This design comes from an exercise in tuning for small area on the open sky130 flow, not from production work. In this exercise RTL edits were held to simulation tests only and were not proved equivalent to the original. The clock port is modelled as an ideal driver; clocking choices that lean on that would not hold on a real chip. Power is estimated from default activity; no workload was simulated.

// simon
module simon(
    input clk,
    input reset,
    input [4:0] buttons,
    output reg[3:0] led,
    output reg[5:0] state_led,
    output reg [6:0] out,
    output reg [3:0] anod
    );
Settings: LEC_CHECK=0, ABC_AREA=1, CAP_MARGIN=20, CORE_MARGIN=2, CORE_UTILIZATION=40, PLACE_DENSITY=0.6, SLEW_MARGIN=20; clock period 12.0 ns.
standard.sh (not shown) runs the stock make flow with config.mk's settings and CLKGATE_MAP_FILE= SYNTH_SCRIPT=/design/flow/synth_recipe.tcl, a recipe that flattens the netlist after the stock synthesis.
==> flow/flow/run.sh <==
#!/bin/bash
# The standard layout (standard.sh) with these changes:
#  - synthesis: synth_recipe.tcl unchanged except for the ABC script used to map the
#    combinational logic (flow/area.abc, area-oriented); registers are mapped as before;
#  - ports are buffered with the smallest buffer (buf_1);
#  - clock tree: clkbuf_8 buffers, no dummy loads.
# make's output goes to standard.log; each ORFS step logs under orfs/logs/.
set -euo pipefail
W=$(pwd)
sed "s#SYNTH_SCRIPT=[^ ]*#SYNTH_SCRIPT=$W/flow/synth_wrap.tcl#" standard.sh > my_standard.sh
export MY_ABC_SCRIPT=$W/flow/area.abc
export FLOW_SYNTH_TCL=$W/synth_recipe.tcl
export BUFFER_PORTS_ARGS="-buffer_cell sky130_fd_sc_hd__buf_1"
export CTS_ARGS="-sink_clustering_enable -repair_clock_nets -dont_use_dummy_load -buf_list sky130_fd_sc_hd__clkbuf_8 -sink_clustering_size 30 -sink_clustering_max_diameter 100"
bash my_standard.sh > standard.log 2>&1
==> flow/flow/area.abc <==
strash
&get -n
&deepsyn -T 30
&put
dch -f
amap
==> flow/flow/synth_wrap.tcl <==
# synth_recipe.tcl (the standard flow's synthesis) with the ABC script for the combinational logic
# replaced by MY_ABC_SCRIPT; everything else, registers included, is unchanged.
# Re-run of the standard flow's synthesis with another ABC script for the combinational logic.
proc abc {args} {
  set new {}
  set skip 0
  foreach a $args {
    if {$skip} { set skip 0; lappend new $::env(MY_ABC_SCRIPT); continue }
    if {$a eq "-script"} { set skip 1 }
    lappend new $a
  }
  yosys abc {*}$new
}
source $::env(FLOW_SYNTH_TCL)
Next try:
==> flow/run.sh (new file) <==
#!/bin/bash
# synth_recipe.tcl (not shown) runs the flow's synth.tcl, then flattens the netlist and writes it again
# the make line also repeats each setting of config.mk as NAME=value (left out here)
make -C /OpenROAD-flow-scripts/flow DESIGN_CONFIG=/design/flow/config.mk WORK_HOME=/design/flow/orfs CLKGATE_MAP_FILE= SYNTH_SCRIPT=/design/flow/synth_recipe.tcl finish
--- a/flow/config.mk
+++ b/flow/config.mk
@@ -8 +7,0 @@
-export ABC_AREA = 1
removed: flow/flow/run.sh
removed: flow/flow/area.abc
removed: flow/flow/synth_wrap.tcl
removed: flow/standard.sh
What happened: Design area increases by about a fifth. Total power increases by a quarter to a third. Area after synthesis increases by roughly a tenth. Via count increases by a few percent.
Next try:
==> flow/flow/run.sh (new file) <==
#!/bin/bash
# Standard ORFS layout (standard.sh), with two changes:
#  - ports are buffered with the smallest buffer (buf_1) instead of the default choice;
#  - clock tree: clkbuf_8 buffers, no dummy loads.
# make's output goes to standard.log; each ORFS step logs under orfs/logs/.
set -euo pipefail
export BUFFER_PORTS_ARGS="-buffer_cell sky130_fd_sc_hd__buf_1"
export CTS_ARGS="-sink_clustering_enable -repair_clock_nets -dont_use_dummy_load -buf_list sky130_fd_sc_hd__clkbuf_8 -sink_clustering_size 30 -sink_clustering_max_diameter 100"
bash standard.sh > standard.log 2>&1
==> flow/standard.sh (new file) <==
#!/bin/bash
# synth_recipe.tcl (not shown) runs the flow's synth.tcl, then flattens the netlist and writes it again
# the make line also repeats each setting of config.mk as NAME=value (left out here)
make -C /OpenROAD-flow-scripts/flow DESIGN_CONFIG=/design/flow/config.mk WORK_HOME=/design/flow/orfs CLKGATE_MAP_FILE= SYNTH_SCRIPT=/design/flow/synth_recipe.tcl "${@:-finish}"
--- a/flow/config.mk
+++ b/flow/config.mk
@@ -7,0 +8 @@
+export ABC_AREA = 1
removed: flow/run.sh
=> Cell count goes up by about 10%. Total power goes down by 23%. Global-route usage goes up by 1.2 points. Design area goes down by about 8%. Clock-buffer cell count goes down by 4. Sequential share of layout area goes up by 4.2 points. Sequential power goes down by about 1%. Critical path depth stays the same. Wire length goes up by about 4%. Hold slack got worse by 15 ps.
Next try:
--- a/flow/flow/run.sh
+++ b/flow/flow/run.sh
@@ -2,2 +2,5 @@
-# Standard ORFS layout (standard.sh), with two changes:
-#  - ports are buffered with the smallest buffer (buf_1) instead of the default choice;
+# The standard layout (standard.sh) with these changes:
+#  - synthesis: synth_recipe.tcl, except that the combinational logic (adders and
+#    comparators included) is mapped by ABC with flow/area.abc (area-oriented); registers
+#    are mapped as before;
+#  - ports are buffered with the smallest buffer (buf_1);
@@ -6,0 +10,4 @@
+W=$(pwd)
+sed "s#SYNTH_SCRIPT=[^ ]*#SYNTH_SCRIPT=$W/flow/synth_wrap.tcl#" standard.sh > my_standard.sh
+export MY_ABC_SCRIPT=$W/flow/area.abc
+export FLOW_SYNTH_TCL=$W/synth_recipe.tcl
@@ -9 +16 @@
-bash standard.sh > standard.log 2>&1
+bash my_standard.sh > standard.log 2>&1
==> flow/flow/area.abc (new file) <==
strash
&get -n
&deepsyn -T 30
&put
dch -f
amap
==> flow/flow/synth_wrap.tcl (new file) <==
# synth_recipe.tcl (the standard flow's synthesis) with two changes for the combinational logic:
# adders and comparators are left to ABC instead of being mapped to half/full adder
# cells first, and ABC runs MY_ABC_SCRIPT (area-oriented).  Registers are mapped as
# before (same cells, same names).
proc abc {args} {
  set new {}
  set skip 0
  foreach a $args {
    if {$skip} { set skip 0; lappend new $::env(MY_ABC_SCRIPT); continue }
    if {$a eq "-script"} { set skip 1 }
    lappend new $a
  }
  yosys abc {*}$new
}
set ::env(ADDER_MAP_FILE) ""
source $::env(FLOW_SYNTH_TCL)
Result:
- wire length falls by 11%
- utilization grows by 1.5 points
- cell count drops by 18%
- synthesized cell count shrinks by about 20%


The RTL this note starts from:
==> flow/design.v <==
`timescale 1ns / 1ps
module debounce(
    input [4:0] pb,
    input clk,
    input reset,
    input en,
    output any_out,
    output [4:0] sample
    );
    reg [4:0] q0;
    reg r1;
    reg r2;
    always @(posedge clk) begin
        if (reset) begin
            q0 <= 0;
            r1 <= 0;
            r2 <= 0;
        end
        else if (en) begin
            q0 <= pb;
            r1 <= |(pb & ~q0);
            r2 <= r1;
        end
    end
    assign any_out = r2;
    assign sample = q0;
endmodule
`timescale 1ns / 1ps
module simon(
    input clk,
    input reset,
    input [4:0] buttons,
    output reg[3:0] led,
    output reg[5:0] state_led,
    output reg [6:0] out,
    output reg [3:0] anod
    );
    localparam [3:0] S_IDLE0  = 4'd0,    
                     S_IDLE1  = 4'd1,    
                     S_IDLEGO = 4'd2,    
                     S_ROFF   = 4'd4,    
                     S_IN1    = 4'd5,    
                     S_INE    = 4'd6,    
                     S_INO    = 4'd7,    
                     S_CHK    = 4'd8,    
                     S_GO1    = 4'd9,    
                     S_GO     = 4'd10,   
                     S_LEDD   = 4'd11,   
                     S_LEDS   = 4'd12;   
    reg [3:0] S;
    reg [4:0] j;
    reg [4:0] hi;
    always @(posedge clk) begin
        if (reset) begin
            j <= 5'd15;
            hi <= 0;
        end
        else begin
            j <= j + 1'b1;
            if (j == 5'd14)
                hi <= hi + 1'b1;
        end
    end
    wire tick = (j == 5'd31);
    wire db_en = (j[1:0] == 2'd2);
    wire [1:0] rnd_src = {j[1] ^ j[0], ~j[0]};
    wire r_any;
    wire [4:0] sample;
    debounce db(buttons, clk, reset, db_en, r_any, sample);
    wire isPressed = (sample == 5'b10000);
    reg r_any_q;
    reg buttons_any_q;
    reg [1:0] rnd;
    always @(posedge clk) begin
        r_any_q <= r_any;
        buttons_any_q <= ~reset & (|buttons);
        if ((|buttons) & ~buttons_any_q)
            rnd <= rnd_src;
    end
    wire r_rise = r_any & ~r_any_q;
    wire is_start = (buttons == 5'b10000);
    wire dir_ok = (buttons == 5'b00001) | (buttons == 5'b00010) |
                  (buttons == 5'b00100) | (buttons == 5'b01000);
    wire [1:0] benc = {buttons[2] | buttons[3], buttons[1] | buttons[3]};
    reg [4:0] W;        
    reg f32;            
    reg [4:0] P;        
    reg [4:0] ui;       
    reg [1:0] color;    
    reg [1:0] cur;      
    reg pend;
    wire mm = cur[0];   
    wire vf = cur[1];   
    reg v0;             
    reg [1:0] g0c;      
    reg x1;             
    reg [63:0] mr;
    reg [31:0] br;
    wire inS = (S == S_IN1) | (S == S_INE) | (S == S_INO);
    wire goS = (S == S_GO1) | (S == S_GO);
    wire req = r_rise & inS;
    wire wreq = req & dir_ok;
    wire pass = (j[2:0] == ui[2:0]);
    wire exec = (pend | wreq) & pass;
    wire [1:0] wcol = pend ? color : benc;
    wire upd = (req & ~dir_ok) | exec;
    wire goclr = r_rise & goS & is_start;
    wire [1:0] wpt = ui[4:3] - j[4:3];    
    wire eqW = (j == W);
    wire [1:0] mhead = mr[1:0];
    wire mwe = (S == S_ROFF) & eqW;
    wire [1:0] min = mwe ? color : mhead;
    reg [1:0] m_at;
    always @(*) begin
        case (wpt)
            2'd0: m_at = mr[1:0];
            2'd1: m_at = mr[17:16];
            2'd2: m_at = mr[33:32];
            default: m_at = mr[49:48];
        endcase
    end
    wire wdiff = (wcol != m_at);
    wire w0 = (W == 5'd0);
    wire b_new = ~w0 | ~v0 | (g0c != color);
    wire b_tail = (exec && wpt == 2'd0) ? wdiff : (mwe ? b_new : br[0]);
    wire b_8  = (exec && wpt == 2'd1) ? wdiff : br[8];
    wire b_16 = (exec && wpt == 2'd2) ? wdiff : br[16];
    wire b_24 = (exec && wpt == 2'd3) ? wdiff : br[24];
    wire mis = vf & b_tail;
    wire fin = mm | mis | (w0 & x1);
    wire last = (P == W);
    wire [4:0] P1 = P + 1'b1;
    always @(posedge clk) begin
        mr <= {min, mr[63:2]};
        br <= {b_tail, br[31:25], b_24, br[23:17], b_16, br[15:9], b_8, br[7:1]};
        if (tick)
            cur <= 2'b10;
        else if (S == S_CHK)
            cur <= {vf & ~eqW, mm | mis};
        else if (j == P)
            cur <= mr[1:0];
    end
    always @(posedge clk) begin
        if (reset) begin
            pend <= 0;
            ui <= 0;
            v0 <= 0;
            x1 <= 0;
        end
        else begin
            pend <= (pend | wreq) & ~pass;
            if (goclr)
                ui <= 0;
            else if (upd)
                ui <= (ui >= W) ? 5'd0 : ui + 1'b1;
            if (goclr) begin
                v0 <= 0;
                x1 <= 0;
            end
            else if (exec) begin
                if (ui == 5'd0)
                    v0 <= 1;
                else
                    x1 <= 1;
            end
        end
        if (exec && ui == 5'd0)
            g0c <= wcol;
    end
    always @(posedge clk) begin
        if (reset) begin
            S <= S_IDLE0;
            W <= 0;
            P <= 0;
            f32 <= 0;
        end
        else begin
            if (inS || S == S_CHK)
                color <= wcol;
            if (tick) begin
                case (S)
                    S_IDLE1, S_IDLEGO: begin
                        color <= rnd;
                        S <= S_ROFF;
                    end
                    S_ROFF: S <= S_IN1;
                    S_IN1, S_INE: S <= S_INO;
                    S_INO: begin
                        if (last) begin
                            P <= 0;
                            S <= S_CHK;
                        end
                        else begin
                            P <= P1;
                            S <= S_INE;
                        end
                    end
                    S_CHK: begin
                        if (fin) begin
                            W <= 0;
                            f32 <= 0;
                            S <= S_GO1;
                        end
                        else begin
                            W <= W + 1'b1;
                            f32 <= (W == 5'd31);
                            S <= (W == 5'd31) ? S_GO1 : S_LEDD;
                        end
                    end
                    S_GO1, S_GO: S <= isPressed ? S_IDLEGO : S_GO;
                    S_LEDD: begin
                        if (last) begin
                            color <= rnd;
                            P <= 0;
                            S <= S_ROFF;
                        end
                        else begin
                            color <= cur;
                            P <= P1;
                            S <= S_LEDS;
                        end
                    end
                    S_LEDS: begin
                        if (last || cur == color)
                            S <= S_LEDD;
                        else begin
                            color <= cur;
                            P <= P1;
                        end
                    end
                    default: ;
                endcase
            end
            if (S == S_IDLE0 && r_rise && is_start)
                S <= S_IDLE1;
        end
    end
    wire led_on = (S == S_ROFF) | (S == S_LEDS);
    always @(*) begin
        led = {led_on & (color == 2'd0), led_on & (color == 2'd1),
               led_on & (color == 2'd2), led_on & (color == 2'd3)};
        state_led = {1'b0,
                     (S == S_IDLEGO) | (S == S_GO),
                     (S == S_GO1) | (S == S_LEDD) | (S == S_LEDS),
                     (S == S_INE) | (S == S_INO) | (S == S_CHK),
                     (S == S_IN1),
                     (S == S_ROFF)};
    end
    wire [4:0] w_ones = W % 5'd10;
    wire [4:0] w_tens = W / 5'd10;
    reg [3:0] led_bcd;
    always @(*) begin
        case (hi[4:3])
            2'b00: begin anod = 4'b1110; led_bcd = f32 ? 4'd2 : w_ones[3:0]; end
            2'b01: begin anod = 4'b1101; led_bcd = f32 ? 4'd3 : {2'b00, w_tens[1:0]}; end
            2'b10: begin anod = 4'b1011; led_bcd = 4'd0; end
            default: begin anod = 4'b0111; led_bcd = 4'd0; end
        endcase
    end
    always @(*) begin
        case (led_bcd)
            4'd0: out = 7'b0000001;
            4'd1: out = 7'b1001111;
            4'd2: out = 7'b0010010;
            4'd3: out = 7'b0000110;
            4'd4: out = 7'b1001100;
            4'd5: out = 7'b0100100;
            4'd6: out = 7'b0100000;
            4'd7: out = 7'b0001111;
            4'd8: out = 7'b0000000;
            4'd9: out = 7'b0000100;
            default: out = 7'b0000001;
        endcase
    end
endmodule
Settings: LEC_CHECK=0, ABC_AREA=1, CAP_MARGIN=20, CORE_MARGIN=2, CORE_UTILIZATION=65, PLACE_DENSITY=0.8, SLEW_MARGIN=20; clock period 12.0 ns.
==> flow/flow/run.sh <==
#!/bin/bash
# The standard layout (standard.sh) with these changes:
#  - synthesis: synth_recipe.tcl, except that the combinational logic (adders and
#    comparators included) is mapped by ABC with flow/area.abc (area-oriented); registers
#    are mapped as before;
#  - ports are buffered with the smallest buffer (buf_1);
#  - clock tree: clkbuf_4 buffers, no dummy loads; then (flow/post_cts.tcl) the
#    buffers whose output slew is over 125 ps become clkbuf_8.
# make's output goes to standard.log; each ORFS step logs under orfs/logs/.
set -euo pipefail
W=$(pwd)
sed "s#SYNTH_SCRIPT=[^ ]*#SYNTH_SCRIPT=$W/flow/synth_wrap.tcl#" standard.sh > my_standard.sh
export MY_ABC_SCRIPT=$W/flow/area.abc
export FLOW_SYNTH_TCL=$W/synth_recipe.tcl
export BUFFER_PORTS_ARGS="-buffer_cell sky130_fd_sc_hd__buf_1"
export CTS_ARGS="-sink_clustering_enable -repair_clock_nets -dont_use_dummy_load -buf_list sky130_fd_sc_hd__clkbuf_4"
export FLOW_DIR_OWN=$W/flow
export POST_CTS_TCL=$W/flow/post_cts.tcl
bash my_standard.sh > standard.log 2>&1
Other scripts of this flow, unchanged in this note and not shown: flow/flow/area.abc, flow/flow/post_cts.tcl, flow/flow/synth_wrap.tcl, flow/flow/upsize_clk.tcl
The first run produced a clean layout.
Edit:
--- a/flow/config.mk
+++ b/flow/config.mk
@@ -9,5 +9,5 @@
 export CAP_MARGIN = 20
 export CORE_MARGIN = 2
-export CORE_UTILIZATION = 65
-export PLACE_DENSITY = 0.8
+export CORE_UTILIZATION = 40
+export PLACE_DENSITY = 0.6
 export SLEW_MARGIN = 20
=> Non-clock buffer count does not change; global-route usage falls by 9.4 points; power falls by 0.98%; critical path depth is unchanged; utilization falls by 28 points; fmax falls by 1.4%; setup slack gets worse by 0.077 ns; die area rises by 59%; hold slack gets worse by 0.0067 ns.

## separate check: timing with driven ports
Ports are ideal in the flow. The routed layouts listed here were re-timed in OpenROAD.
Step 1, drivers: a clkbuf_16 drives clk and a buf_2 each remaining input, both assumed.
Step 2 times the ports against the registers' clock, not the clock port: input delays grow and output delays shrink by t, the midpoint of the rising clock arrivals with the driver on.
a / b / c = no drivers / after step 1 / after step 2; a / b = the first two.
run | shift t [ns] | setup slack, ns | worst setup path at the end
the first run of note 1 | 0.456 | 5.762 / 5.727 / 6.182 | register to output
the second run of note 1 | 0.448 | 5.466 / 5.429 / 5.876 | register to output
the third run of note 1 | 0.468 | 6.282 / 6.247 / 6.715 | register to output
the fourth run of note 1 | 0.449 | 6.057 / 6.023 / 6.472 | register to output
the first run of note 2 | 0.421 | 6.606 / 6.575 / 6.758 | input to register
the second run of note 2 | 0.425 | 6.529 / 6.495 / 6.783 | input to register
After both steps every run listed still meets setup and hold.
